Background: an optimization exercise with open tools, aiming at small area, a short achievable clock period and few clock cycles per item. Do not read the settings as production practice.
At most, simulation tests tie the RTL to the original design; equivalence was not proved.

## before
==> module phase_ctrl, before the edit <==
module phase_ctrl(
                  input             clk,
                  input             resetn,
                  input             i2c_wr,
                  input  [15:0]     i2c_wdata,
                  input  [3:0]      i2c_addr,
                  input             fifo_empty,
                  input  [17:0]     fifo_rdata,
                  output            fifo_rden,
                  output     [17:0] fifo_wdata,
                  output            fifo_wren,
                  input             fifo_almost_full
                 );
localparam NX = 80;
wire [23:0] enc_a, enc_b;
genvar k;
generate
    for (k = 0; k < 8; k = k + 1) begin : benc
        wire hi  = i2c_wdata[2*k+1];
        wire mid = i2c_wdata[2*k];
        wire lo  = (k == 0) ? 1'b0 : i2c_wdata[(k == 0) ? 0 : 2*k-1];
        wire one = mid ^ lo;
        wire two = (hi & ~mid & ~lo) | (~hi & mid & lo);
        assign enc_a[3*k+2:3*k] = {hi, two, one};
        assign enc_b[3*k+2:3*k] = {~hi, two, one};
    end
endgenerate
reg [23:0] ae;   
reg [23:0] be;   
always @(posedge clk or negedge resetn) begin
    if (!resetn) begin
        ae <= 24'h001000;
        be <= 24'h925924;
    end else if (i2c_wr) begin
        if (i2c_addr == 4'd0) ae <= enc_a;
        if (i2c_addr == 4'd1) be <= enc_b;
    end
end
reg [8:0] sr;
reg [2:0] credit;        
reg       hv;            
reg       adv;           
reg       rd_okn;        
reg       rd_gon;        
wire mid = |sr[4:0];
wire ov = |sr[8:3];      
wire can_wr = |credit;
wire idle = ~|sr;
assign fifo_rden = ~(rd_gon & (rd_okn | fifo_empty));    
assign fifo_wren = ov & can_wr;
wire       ov_n = adv ? |sr[7:2] : ov;
wire [2:0] credit_n = (fifo_almost_full ? (idle ? 3'd0 : credit) : 3'd6) - {2'b00, fifo_wren};
wire       adv_n = ~ov_n | (|credit_n);
wire       mid_n = adv ? (|sr[3:0]) | (~mid & ~fifo_empty) : mid;
always @(posedge clk or negedge resetn) begin
    if (!resetn) begin
        sr <= 9'd0;
        hv <= 1'b0;
    end else if (adv) begin
        sr <= {sr[7:0], ~mid & ~fifo_empty};
        if (sr[6]) hv <= 1'b1;
    end
end
always @(posedge clk or negedge resetn) begin
    if (!resetn) begin
        credit <= 3'd0;
        adv <= 1'b1;
        rd_okn <= 1'b0;
        rd_gon <= 1'b1;
    end else begin
        credit <= credit_n;
        adv <= adv_n;
        rd_okn <= ~adv_n;
        rd_gon <= ~(adv_n & mid_n);
    end
end
reg  [15:0]   W;
reg  [15:0]   H0, H1, H2, H3, H4;
reg  [NX-1:0] X;
reg  [15:0]   Y, D;
wire [NX-1:0] x_n;
wire [15:0]   y_n;
wire        rot = sr[1] | sr[2] | sr[3] | sr[5] | sr[6];
wire [15:0] P = H0 & {16{hv}};
mac_s1 s1(.ae(ae), .be(be), .W(W), .P(P), .x(x_n));
mac_s2 s2(.x(X), .y(y_n));
always @(posedge clk) begin
    if (adv) begin
        W <= fifo_rdata[15:0];
        X <= x_n;
        Y <= y_n;
        D <= Y;
        if (rot) begin
            H0 <= H1;
            H1 <= H2;
            H2 <= H3;
            H3 <= H4;
            H4 <= W;
        end
    end
end
assign fifo_wdata = sr[3] ? {2'b01, fifo_rdata[15:0]} :
                    (sr[4] | sr[5] | sr[6]) ? {2'b00, D} :
                    {sr[8], 1'b0, Y};
endmodule
clock: 8.0 ns
lec_check: 0
abc_clock_period_in_ps: 3600
cap_margin: 20
core_margin: 2
core_utilization: 40
cts_cluster_diameter: 100
cts_cluster_size: 25
setup_slack_margin: 4.3
slew_margin: 20
standard.sh (not shown) runs the stock make flow with config.mk's settings and CLKGATE_MAP_FILE= SYNTH_SCRIPT=/design/flow/synth_recipe.tcl, a recipe that flattens the netlist after the stock synthesis.
==> flow/flow/run.sh <==
#!/bin/bash
# Own flow: the standard flow (standard.sh) with two extra netlist steps
# between Yosys and the rest of the layout.  Only combinational cells change;
# the registers are Yosys's own, with their names and cell types.
#  1. fa_polarity.py removes inverters around the full-adder cells: a full
#     adder fed complemented inputs computes complemented outputs.
#  2. remap.py + ABC (area.abc) re-map the plain logic (one plain &dch; &nf mapping, without
#     the sizing and buffering that the layout redoes), keeping the
#     flip-flops, full/half adders and tie cells as they are.
# The ports are buffered with the smallest buffer cell (buffer_ports
# -buffer_cell) instead of the delay cell buffer_ports picks by itself.
# Each step is proved equivalent to its input netlist (check_eq.ys); a step
# whose proof fails is dropped.
set -euo pipefail
W=$PWD
RES=$W/orfs/results/sky130hd/phase_ctrl/base
YOSYS=$FLOW_HOME/../tools/install/yosys/bin/yosys
LIB=$FLOW_HOME/platforms/sky130hd/lib/sky130_fd_sc_hd__tt_025C_1v80.lib

check() {  # check GOLD GATE LOG
    sed -e "s#LIBFILE#$LIB#" -e "s#GOLDFILE#$1#" -e "s#GATEFILE#$2#" flow/check_eq.ys > $3.ys
    "$YOSYS" -q $3.ys > $3.log 2>&1
}

bash standard.sh $RES/1_2_yosys.v > synth.log 2>&1
cp $RES/1_2_yosys.v $W/netlist_yosys.v
CUR=$W/netlist_yosys.v

if python3 flow/fa_polarity.py $CUR $W/netlist_fapol.v > fa_polarity.log 2>&1 &&
   check $CUR $W/netlist_fapol.v check_fapol; then
    CUR=$W/netlist_fapol.v
    echo "fa_polarity: used" >> fa_polarity.log
else
    echo "fa_polarity: dropped" >> fa_polarity.log
fi

if python3 flow/remap.py $LIB $CUR $W/netlist_remap.v $W/flow/area.abc > remap_run.ys 2> remap_py.log &&
   "$YOSYS" -q remap_run.ys > remap.log 2>&1 &&
   check $CUR $W/netlist_remap.v check_remap; then
    CUR=$W/netlist_remap.v
    echo "remap: used" >> remap.log
else
    echo "remap: dropped" >> remap.log
fi

cp $CUR $RES/1_2_yosys.v
bash standard.sh finish BUFFER_PORTS_ARGS="-buffer_cell sky130_fd_sc_hd__buf_1" > layout.log 2>&1
Other scripts of this flow, unchanged in this note and not shown: flow/flow/area.abc, flow/flow/check_eq.ys, flow/flow/fa_polarity.py, flow/flow/remap.py
Here is what was changed in the inputs of after compared with before.
--- a/flow/design.v
+++ b/flow/design.v
@@ -733,20 +733,16 @@
 reg [8:0] sr;
 reg [2:0] credit;        
 reg       hv;            
 reg       adv;           
-reg       rd_okn;        
-reg       rd_gon;        
 wire mid = |sr[4:0];
 wire ov = |sr[8:3];      
 wire can_wr = |credit;
 wire idle = ~|sr;
-assign fifo_rden = ~(rd_gon & (rd_okn | fifo_empty));    
+assign fifo_rden = (adv & mid) | (adv & ~fifo_empty);
 assign fifo_wren = ov & can_wr;
 wire       ov_n = adv ? |sr[7:2] : ov;
 wire [2:0] credit_n = (fifo_almost_full ? (idle ? 3'd0 : credit) : 3'd6) - {2'b00, fifo_wren};
-wire       adv_n = ~ov_n | (|credit_n);
-wire       mid_n = adv ? (|sr[3:0]) | (~mid & ~fifo_empty) : mid;
 always @(posedge clk or negedge resetn) begin
     if (!resetn) begin
         sr <= 9'd0;
         hv <= 1'b0;
@@ -758,15 +754,11 @@
 always @(posedge clk or negedge resetn) begin
     if (!resetn) begin
         credit <= 3'd0;
         adv <= 1'b1;
-        rd_okn <= 1'b0;
-        rd_gon <= 1'b1;
     end else begin
         credit <= credit_n;
-        adv <= adv_n;
-        rd_okn <= ~adv_n;
-        rd_gon <= ~(adv_n & mid_n);
+        adv <= ~ov_n | (|credit_n);
     end
 end
 reg  [15:0]   W;
 reg  [15:0]   H0, H1, H2, H3, H4;
Notes after the runs:
Width of the die up 1.1 um in after wrt before
Against before, after reports a area of the die that is higher.
In the tables for before and after, post-synthesis average cell area reads higher with before.
For the wire length of the first global-routing pass, after came in about 0.8% higher than before did.
Layout-stage area growth over the synthesis result in after is 0.31 points below before.
Going from before to after, total detailed-routing wirelength dropped about 1.2%, final-layout worst hold slack climbed 0.0060 ns, initial DRC count climbed about 22%, initial antenna violation count dropped 3, number of resized instances in the post-cts repair step dropped 17.
Post-CTS setup buffer count: after > before
Final cycle utilization of the critical path ended up 0.73 points lower on after than on before.
Testbench counts of after, summed over its fixed seeds: cycles 2,336, frames 384.
No functional check of the RTL was part of before.

* * *

JK:
RTL: one of the versions met above, not the one the previous note started from.
Size: about 63 I/O pins, about 18000 sq um of cells after synthesis.
==> module phase_ctrl, before the edit <==
module phase_ctrl(
                  input             clk,
                  input             resetn,
                  input             i2c_wr,
                  input  [15:0]     i2c_wdata,
                  input  [3:0]      i2c_addr,
                  input             fifo_empty,
                  input  [17:0]     fifo_rdata,
                  output            fifo_rden,
                  output     [17:0] fifo_wdata,
                  output            fifo_wren,
                  input             fifo_almost_full
                 );
localparam NX = 80;
wire [23:0] enc_a, enc_b;
genvar k;
generate
    for (k = 0; k < 8; k = k + 1) begin : benc
        wire hi  = i2c_wdata[2*k+1];
        wire mid = i2c_wdata[2*k];
        wire lo  = (k == 0) ? 1'b0 : i2c_wdata[(k == 0) ? 0 : 2*k-1];
        wire one = mid ^ lo;
        wire two = (hi & ~mid & ~lo) | (~hi & mid & lo);
        assign enc_a[3*k+2:3*k] = {hi, two, one};
        assign enc_b[3*k+2:3*k] = {~hi, two, one};
    end
endgenerate
reg [23:0] ae;   
reg [23:0] be;   
always @(posedge clk or negedge resetn) begin
    if (!resetn) begin
        ae <= 24'h001000;
        be <= 24'h925924;
    end else if (i2c_wr) begin
        if (i2c_addr == 4'd0) ae <= enc_a;
        if (i2c_addr == 4'd1) be <= enc_b;
    end
end
reg [8:0] sr;
reg [2:0] credit;        
reg       hv;            
reg       adv;           
wire mid = |sr[4:0];
wire ov = |sr[8:3];      
wire can_wr = |credit;
wire idle = ~|sr;
assign fifo_rden = (adv & mid) | (adv & ~fifo_empty);
assign fifo_wren = ov & can_wr;
wire       ov_n = adv ? |sr[7:2] : ov;
wire [2:0] credit_n = (fifo_almost_full ? (idle ? 3'd0 : credit) : 3'd6) - {2'b00, fifo_wren};
always @(posedge clk or negedge resetn) begin
    if (!resetn) begin
        sr <= 9'd0;
        hv <= 1'b0;
    end else if (adv) begin
        sr <= {sr[7:0], ~mid & ~fifo_empty};
        if (sr[6]) hv <= 1'b1;
    end
end
always @(posedge clk or negedge resetn) begin
    if (!resetn) begin
        credit <= 3'd0;
        adv <= 1'b1;
    end else begin
        credit <= credit_n;
        adv <= ~ov_n | (|credit_n);
    end
end
reg  [15:0]   W;
reg  [15:0]   H0, H1, H2, H3, H4;
reg  [NX-1:0] X;
reg  [15:0]   Y, D;
wire [NX-1:0] x_n;
wire [15:0]   y_n;
wire        rot = sr[1] | sr[2] | sr[3] | sr[5] | sr[6];
wire [15:0] P = H0 & {16{hv}};
mac_s1 s1(.ae(ae), .be(be), .W(W), .P(P), .x(x_n));
mac_s2 s2(.x(X), .y(y_n));
always @(posedge clk) begin
    if (adv) begin
        W <= fifo_rdata[15:0];
        X <= x_n;
        Y <= y_n;
        D <= Y;
        if (rot) begin
            H0 <= H1;
            H1 <= H2;
            H2 <= H3;
            H3 <= H4;
            H4 <= W;
        end
    end
end
assign fifo_wdata = sr[3] ? {2'b01, fifo_rdata[15:0]} :
                    (sr[4] | sr[5] | sr[6]) ? {2'b00, D} :
                    {sr[8], 1'b0, Y};
endmodule
==> flow/config.mk <==
export PLATFORM = sky130hd
export DESIGN_NAME = phase_ctrl
export DESIGN_NICKNAME = phase_ctrl
export VERILOG_FILES = /design/flow/design.v
export SDC_FILE = /design/flow/constraint.sdc
export NUM_CORES = 4
export LEC_CHECK = 0
export ABC_CLOCK_PERIOD_IN_PS = 3600
export CAP_MARGIN = 20
export CORE_MARGIN = 2
export CORE_UTILIZATION = 40
export CTS_CLUSTER_DIAMETER = 100
export CTS_CLUSTER_SIZE = 25
export SETUP_SLACK_MARGIN = 4.4
export SLEW_MARGIN = 20
==> flow/constraint.sdc <==
create_clock -name core_clock -period 8.0 [get_ports {clk}]
set_input_delay 1.6000 -clock core_clock [delete_from_list [all_inputs] [get_ports {clk}]]
set_output_delay 1.6000 -clock core_clock [all_outputs]
set_load 0.01 [all_outputs]
==> flow/flow/run.sh <==
#!/bin/bash
# Own flow: the standard flow (standard.sh) with two extra netlist steps
# between Yosys and the rest of the layout.  Only combinational cells change;
# the registers are Yosys's own, with their names and cell types.
#  1. fa_polarity.py removes inverters around the full-adder cells: a full
#     adder fed complemented inputs computes complemented outputs.
#  2. remap.py + ABC (area.abc) re-map the plain logic for area, keeping the
#     flip-flops, full/half adders and tie cells as they are.
# The ports are buffered with the smallest buffer cell (buffer_ports
# -buffer_cell) instead of the delay cell buffer_ports picks by itself.
# Each step is proved equivalent to its input netlist (check_eq.ys); a step
# whose proof fails is dropped.
set -euo pipefail
W=$PWD
RES=$W/orfs/results/sky130hd/phase_ctrl/base
YOSYS=$FLOW_HOME/../tools/install/yosys/bin/yosys
LIB=$FLOW_HOME/platforms/sky130hd/lib/sky130_fd_sc_hd__tt_025C_1v80.lib

check() {  # check GOLD GATE LOG
    sed -e "s#LIBFILE#$LIB#" -e "s#GOLDFILE#$1#" -e "s#GATEFILE#$2#" flow/check_eq.ys > $3.ys
    "$YOSYS" -q $3.ys > $3.log 2>&1
}

bash standard.sh $RES/1_2_yosys.v > synth.log 2>&1
cp $RES/1_2_yosys.v $W/netlist_yosys.v
CUR=$W/netlist_yosys.v

if python3 flow/fa_polarity.py $CUR $W/netlist_fapol.v > fa_polarity.log 2>&1 &&
   check $CUR $W/netlist_fapol.v check_fapol; then
    CUR=$W/netlist_fapol.v
    echo "fa_polarity: used" >> fa_polarity.log
else
    echo "fa_polarity: dropped" >> fa_polarity.log
fi

if python3 flow/remap.py $LIB $CUR $W/netlist_remap.v $W/flow/area.abc > remap_run.ys 2> remap_py.log &&
   "$YOSYS" -q remap_run.ys > remap.log 2>&1 &&
   check $CUR $W/netlist_remap.v check_remap; then
    CUR=$W/netlist_remap.v
    echo "remap: used" >> remap.log
else
    echo "remap: dropped" >> remap.log
fi

cp $CUR $RES/1_2_yosys.v
bash standard.sh finish BUFFER_PORTS_ARGS="-buffer_cell sky130_fd_sc_hd__buf_1" > layout.log 2>&1
Other scripts of this flow, unchanged in this note and not shown: flow/flow/area.abc, flow/flow/check_eq.ys, flow/flow/fa_polarity.py, flow/flow/remap.py
JK: flow completed, timing, DRC and antenna clean
Testbench counts of JK, summed over its fixed seeds: cycles 2,336, frames 384.
Edits applied to the flow inputs when going from JK to AL:
diff --git a/flow/design.v b/flow/design.v
--- a/flow/design.v
+++ b/flow/design.v
@@ -734,14 +734,18 @@
 reg [2:0] credit;        
 reg       hv;            
 reg       adv;           
+reg       rd_okn;        
+reg       rd_gon;        
 wire mid = |sr[4:0];
 wire ov = |sr[8:3];      
 wire can_wr = |credit;
 wire idle = ~|sr;
-assign fifo_rden = (adv & mid) | (adv & ~fifo_empty);
+assign fifo_rden = ~(rd_gon & (rd_okn | fifo_empty));    
 assign fifo_wren = ov & can_wr;
 wire       ov_n = adv ? |sr[7:2] : ov;
 wire [2:0] credit_n = (fifo_almost_full ? (idle ? 3'd0 : credit) : 3'd6) - {2'b00, fifo_wren};
+wire       adv_n = ~ov_n | (|credit_n);
+wire       mid_n = adv ? (|sr[3:0]) | (~mid & ~fifo_empty) : mid;
 always @(posedge clk or negedge resetn) begin
     if (!resetn) begin
         sr <= 9'd0;
@@ -755,9 +759,13 @@
     if (!resetn) begin
         credit <= 3'd0;
         adv <= 1'b1;
+        rd_okn <= 1'b0;
+        rd_gon <= 1'b1;
     end else begin
         credit <= credit_n;
-        adv <= ~ov_n | (|credit_n);
+        adv <= adv_n;
+        rd_okn <= ~adv_n;
+        rd_gon <= ~(adv_n & mid_n);
     end
 end
 reg  [15:0]   W;
Findings:
AL went all the way through the flow, and no timing, DRC or antenna check failed.
~same clock network latency to the later pin of the worst-skew pair in JK and AL
Between JK and AL, the flow reports total area of sequential cells increasing slightly.
Summary of AL over JK: total routed wirelength was more or less identical.
Diff JK -> AL | number of sequential storage elements | increase of 0.74%
Only the layout flow was run in AL; the RTL was not checked for function there.

## afterwards: timing with drivers on the ports
The results above use ideal ports. As a check the final layouts listed here were re-extracted and re-timed, cells and wires unchanged.
Step 1 (the two cells are an assumption about what drives the block):
set clk [get_ports {clk}]
set_driving_cell -lib_cell sky130_fd_sc_hd__clkbuf_16 $clk
set_driving_cell -lib_cell sky130_fd_sc_hd__buf_2 [delete_from_list [all_inputs] $clk]
Step 2 times the ports against the registers' clock, not the clock port: input delays grow and output delays shrink by t, the midpoint of the rising clock arrivals with the driver on.
a / b / c = no drivers / after step 1 / after step 2; a / b = the first two.
run	t, ns	setup WS [ns]	worst slew at a driven data input, ns
before	0.567	4.285 / 4.285 / 4.285	0.07
after	0.576	4.344 / 4.344 / 4.344	0.05
JK	0.579	4.373 / 4.373 / 4.373	0.04
AL	0.573	4.098 / 4.098 / 4.098	0.06
After both steps setup and hold are still met in every run listed.
